This design comes from an exercise in tuning for small area, a short achievable clock period and few clock cycles per item on the open sky130 flow, not from production work.
The RTL was checked by simulation tests, not by an equivalence proof against the original design.

==> flow/design.v (outline; a module is shown in full before it is edited, if it fits) <==
// module registro: 18 lines
// module registroaux: 11 lines
// module registroespecial: 11 lines
// module concatenar: 12 lines
// module multiplicador: 8 lines
// module sumador: 15 lines
// module truncamiento: 13 lines
// module unidadaritmetica: 68 lines
// module muxpa20: 34 lines
// module muxpa200: 34 lines
// module muxpa5000: 34 lines
// module muxpb200: 34 lines
// module muxpb20000: 34 lines
// module muxpb5000: 34 lines
// module filtropa20: 2961 lines
// module filtropa200: 1517 lines
// module filtropa5000: 3151 lines
// module filtropb200: 1692 lines
// module filtropb20000: 3893 lines
// module filtropb5000: 2418 lines
// module ControlUnidadArit: 169 lines
// module UnidadFiltrado: 31 lines
// module prepa200: 979 lines
// module prepa5000: 877 lines
module UnidadFiltrado(
	input wire clk,reset,datolisto,
	input wire [27:0] uk,
	output wire [27:0] yk1,yk2,yk3,
	output wire resultlisto
    );
  // ...
==> flow/run.sh <==
#!/bin/bash
# synth_recipe.tcl (not shown) runs the flow's synth.tcl, then flattens the netlist and writes it again
# the make line also repeats each setting of config.mk as NAME=value (left out here)
make -C /OpenROAD-flow-scripts/flow DESIGN_CONFIG=/design/flow/config.mk WORK_HOME=/design/flow/orfs CLKGATE_MAP_FILE= SYNTH_SCRIPT=/design/flow/synth_recipe.tcl finish
==> flow/config.mk <==
export PLATFORM = sky130hd
export DESIGN_NAME = UnidadFiltrado
export DESIGN_NICKNAME = UnidadFiltrado
export VERILOG_FILES = /design/flow/design.v
export SDC_FILE = /design/flow/constraint.sdc
export NUM_CORES = 4
export LEC_CHECK = 0
export ABC_AREA = 1
export CAP_MARGIN = 20
export CORE_MARGIN = 2
export CORE_UTILIZATION = 60
export SETUP_SLACK_MARGIN = 3.6
export SLEW_MARGIN = 20
==> flow/constraint.sdc <==
create_clock -name core_clock -period 9.0 [get_ports {clk}]
set_input_delay 1.8000 -clock core_clock [delete_from_list [all_inputs] [get_ports {clk}]]
set_output_delay 1.8000 -clock core_clock [all_outputs]
set_load 0.01 [all_outputs]
==> results.py, run 1 <==
metrics = {
    "status": {
        "run_status": "timing/DRC/antenna clean",
    },
    "setup_path": {
        "start_kind": "register",
        "critical_path_arrival_ns": 4.10,
        "worst-path-stages": 18,
    },
    "clocking": {
        "cts_setup_buffers": 166,
        "postCtsResizedCells": 838,
    },
    "layout": {
        "area_share_clock_buf_inv_pct": 3.42,
        "nNonClkInverters": 3931,
        "final.clkbuf_count": 226,
        "sequential_cell_area_um2": 32000,
        "layout.buffer.nonclock.area_share_pct": 3.28,
        "layout.cells.most_common_list": "inv_1, nand2_1, fa_1, ha_1, nand3_1",
    },
    "logic_synthesis": {
        "synth-seq-area-share_pct": 21.0,
        "synth_compound_gate_area_share_pct": 7.33,
        "xor_xnor_fraction_of_synth_area_pct": 3.66,
        "synthDominantAreaCellType": "fa_1",
        "synth.cells.most_frequent": "inv_1, nand2_1, fa_1",
    },
    "global_route": {
        "overall_track_demand_over_capacity_in_global_routing_pct": 36.1,
        "grt_overflow": 0,
    },
    "route": {
        "met3WireLength_um": 24700,
        "routed_wl_um": 462000,
    },
    "worst_hold_path": {
        "hold_end": "lp1.pr[28]",
        "worst_hold_path_type": "register to register",
    },
    "placement": {
        "pre_cts_slack_ns": 1.66,
    },
    "floorplanning": {
        "rows": 184,
    },
}
Testbench counts, summed over its fixed seeds: cycles 3,848, samples 1,280.
==> inputs of run 2 (changes only) <==
--- a/flow/config.mk
+++ b/flow/config.mk
@@ -8,6 +8,6 @@
 export ABC_AREA = 1
 export CAP_MARGIN = 20
 export CORE_MARGIN = 2
-export CORE_UTILIZATION = 60
-export SETUP_SLACK_MARGIN = 3.6
+export CORE_UTILIZATION = 55
+export SETUP_SLACK_MARGIN = 3.2
 export SLEW_MARGIN = 20
==> results.py, run 2 <==
metrics = {
    "setup_path": {
        "delay_of_the_slowest_critical_path_stage_ns": 0.58,
        "timing.setup.critical_path_class": "register to output port",
        "crit_path_top_delay_cell": "fa_1",
        "timing.critical_path.fanout_max": 5,
        "crit_path_cell_trace": "fa_1 -> ha_4 -> a21o_1 -> nand3_2 -> nand2_2 -> a21oi_2 -> nand2_1 -> a21oi_2 -> nand2_2 -> a21oi_2 -> nor2_4 -> buf_12 -> o21ai_4 -> buf_12 -> buf_16 -> buf_6 -> nand3_4 -> nand2_2 -> nand2_2 -> buf_6",
        "cp-end-kind": "output port",
        "critical_path.most_common_cell": "nand2_2",
        "worst-path-stages": 20,
        "start_kind": "register",
        "worst_r2r_path_depth": 22,
        "timing.critical_path.required_ns": 7.20,
        "worst_path_dominant_cell_family": "compound AO/OA/AOI/OAI gates",
        "worstPathBufferInverterCount": 5,
        "critical_path_arrival_ns": 4.06,
    },
    "placement": {
        "io_buffer_count": 115,
        "gp_routability_congestion": 0.958,
        "pre_cts_slack_ns": 1.69,
        "dp_hpwl_um": 376000,
        "dp.cells": 21347,
    },
    "sta": {
        "post-route-min-period_ns": 5.86,
        "setup_slack_of_the_critical_path_after_layout_ns": 3.14,
        "unrepaired_setup_endpoints_after_global_routing": "yes",
        "finalHoldWorstSlack_ns": 0.324,
        "finalHoldViolCount": 0,
        "post-route-period-util_pct": 65.2,
        "fmaxAchievable_mhz": 171,
        "fin_worst_skew_ns": 0.0530,
        "slew-limit-headroom_pct": 24.6,
        "finalSetupViolCount": 0,
        "max_slew.worst_pin.slew_ns": 1.12,
        "timing_max_transition_violations_final": 0,
    },
    "global_route": {
        "grt_overflow": 0,
        "number_of_global_route_vias_before_repair": 115453,
        "overall_track_demand_over_capacity_in_global_routing_pct": 32.9,
        "grt_start_max_net_pins": 164,
        "grt_first_pass_wirelength_um": 694000,
        "initial_antenna_violation_count": 13,
    },
    "route": {
        "first_pass_iters": 6,
        "detail-route-antenna-nets": 0,
        "routedWlPerCell_um": 20.9,
        "dr.first_iter.drc_count": 8065,
        "via_cell_ratio": 5.26,
        "detail_route.drc_violations": 0,
        "routed_wl_um": 456000,
        "vias": 114871,
    },
    "logic_synthesis": {
        "synth-seq-area-share_pct": 21.0,
        "ys_ff_latch": 1384,
        "synthTopCellsByArea": "fa_1, ha_1, dfxtp_1, inv_1, nand2_1",
        "postSynthNetCount": 21574,
        "synth.cells.most_frequent": "inv_1, nand2_1, fa_1",
        "netlist_instances": 17892,
        "synth_cell_type_count": 90,
        "synth_area_per_cell_um2": 8.44,
        "async_reset_ff_share_pct": 24.5,
        "synth_top_area_share_pct": 26.0,
        "synth_edf_count": 226,
        "yosys_warnings": 8,
        "synthDominantAreaCellType": "fa_1",
        "post_synth_instance_area_um2": 151000,
        "post-synth-top-count-cell": "inv_1",
        "ys_dominant_reg_cell": "dfxtp_1",
    },
    "clocking": {
        "cts_hold_buf": 0,
        "cts_num_sinks": 1384,
        "path_clk_slew_ns": 0.06,
        "clk_root_buffer_cell": "clkbuf_16",
        "worst_skew_pair.late_latency_ns": 0.89,
        "clock_tree.buffer_depth": 4,
        "htreeDepth": 4,
        "cts_tree": "yes",
        "cts-buffers-inserted": 172,
    },
    "layout": {
        "largest_register_ffs": 124,
        "final-instance-count-excl-fill": 21821,
        "max_flop_register": "hp3.pr",
        "n_fill_cell": 24690,
        "mostFrequentLayoutCell": "inv_1",
        "biggestRegsByFlops": "hp3.pr: 124 flops, lp3.pr: 83 flops, lp2.pr: 71 flops",
        "drive_above_1_share_pct": 7.28,
        "syn2layout_area_growth_pct": 8.96,
        "nets": 21764,
        "layout.cells.most_common_list": "inv_1, nand2_1, fa_1, ha_1, nand3_1",
    },
    "floorplanning": {
        "core-area_um2": 273000,
        "dieArea_um2": 279000,
        "vert_die_dim_um": 528,
        "ios": 116,
        "effective_utilization_at_floorplan_pct": 55.3,
        "die_x_um": 528,
        "rows": 192,
    },
    "worst_hold_path": {
        "min_path_cells": 0,
        "worst_hold_path_type": "register to register",
    },
    "flow_run": {
        "max_cap_viol_count": 0,
    },
    "status": {
        "run_status": "timing/DRC/antenna clean",
    },
}
==> run 2: changes by cell type in the layout (fill, tap and decap cells not counted), moves of 33 or more <==
cell and delta:
buf_4 -251, o21ai_2 -36, dfrtp_1 +50, inv_1 +75, nand2_1 +54, clkinvlp_4 -33
buf_6 -47, dfrtp_2 -43, inv_2 -34, o21ai_0 +40
==> run 2: logic make-up after synthesis <==
family          count (synthesis)  share of synthesized area, %
simple gates                 5988                          17.0
buf+inv                      4288                          11.1
fa+ha+maj                    3651                          40.0
compound gates               1951                          7.33
flops                        1384                          21.0
xor+xnor                      630                          3.66
==> run 2: worst paths after layout <==
path	startpoint	end	slack [ns]
max in group asynchronous	reset	lp2.f2[20]	5.45
setup / recovery	lp3.pr[48]	yk3[25]	3.14
setup reg to reg	lp3.A2r[9]	lp3.pr[36]	3.20
hold / removal	lp1.B1r[0]	lp1.pr[28]	0.32
min in group asynchronous	reset	d3	1.54
hold reg to reg	lp1.B1r[0]	lp1.pr[28]	0.32
==> run 2: final cells by class <==
| class | instances | area [µm²] | share of cell area (%) |
|---|---|---|---|
| repair buffers | 363 | 3170 | 1.93 |
| multi-input cells | 12233 | 104000 | 63.3 |
| inverters | 3926 | 14900 | 9.03 |
| flip-flops and latches | 1384 | 31800 | 19.3 |
| repair inverters | 2 | 11.3 | 0.00684 |
| diodes | 9 | 22.5 | 0.0137 |
| well taps | 3589 | 4490 | 2.73 |
| clock buffers | 229 | 5020 | 3.05 |
| clock inverters | 86 | 1040 | 0.631 |
==> run 2: timing repair <==
action,4_1_cts,5_1_grt
setup buffers,34,97
endpoints found under the setup margin,253,331
gates cloned,6,13
pin swaps,48,86
gates resized for setup,414,381
==> run 2: worst reg2reg max path, cell delays in order (launching register included) <==
cell,delay (ns)
dfxtp_1,0.66
fa_1,0.53
ha_1,0.33
nand2_1,0.08
nand2_1,0.06
nand2_1,0.05
nand2_1,0.10
a21oi_2,0.20
nand2_4,0.13
nand2_1,0.17
nand3_1,0.14
xnor2_1,0.46
nor2_1,0.11
o21ai_0,0.18
o21ai_1,0.10
buf_6,0.15
inv_1,0.11
fa_2,0.49
fa_1,0.52
inv_1,0.05
fa_1,0.49
inv_1,0.06
fa_1,0.46
==> run 2: stage by stage <==
stage,area (µm²),util [%],TNS (ns)
3_5_place_dp,156000,56.9,0
4_1_cts,163000,59.5,0
5_1_grt,165000,60.2,0
6_report,165000,60.2,0
2_1_floorplan,151000,-,-264.45
3_3_place_gp,156000,56.9,0
==> run 2: metal layers <==
metal | up-vias | wire [µm] | GRT usage, %
li1 | 55738 | - | -
met1 | 55212 | 185000 | 41.0
met2 | 2999 | 222000 | 56.7
met3 | 914 | 21400 | 3.39
met4 | 8 | 28200 | 16.9
met5 | - | 51 | 0

-- static timing again, ports no longer ideal --
In the flow no input, the clock included, has a driving cell. The finished layouts below were timed again as built, in two steps. Step 1: set_driving_cell puts a clkbuf_16 on clk and a buf_2 on each other input, an assumption about the parent block. Step 2 adds t to the input delays and takes it off the output delays; t is the mean of the earliest and latest rising clock arrival at the registers after step 1. Input paths then give back, and output paths get back, about the clock's delay inside the block. Slacks: no drivers / after step 1 / after step 2; pairs: no drivers / after step 1.
| run | shift t [ns] | setup WS [ns] | worst hold slack (ns) | slew at the worst register clock pin (ns) |
|---|---|---|---|---|
| run 1 | 0.954 | 3.095 / 2.993 / 2.842 | 0.336 / 0.336 / 0.336 | 0.07 / 0.07 |
| run 2 | 0.973 | 3.136 / 3.034 / 2.534 | 0.324 / 0.324 / 0.324 | 0.07 / 0.07 |
After both steps every run listed still meets setup and hold. For run 2, which loses most, drivers alone change the setup slack by -0.102 ns; drivers and shift together by -0.602 ns.
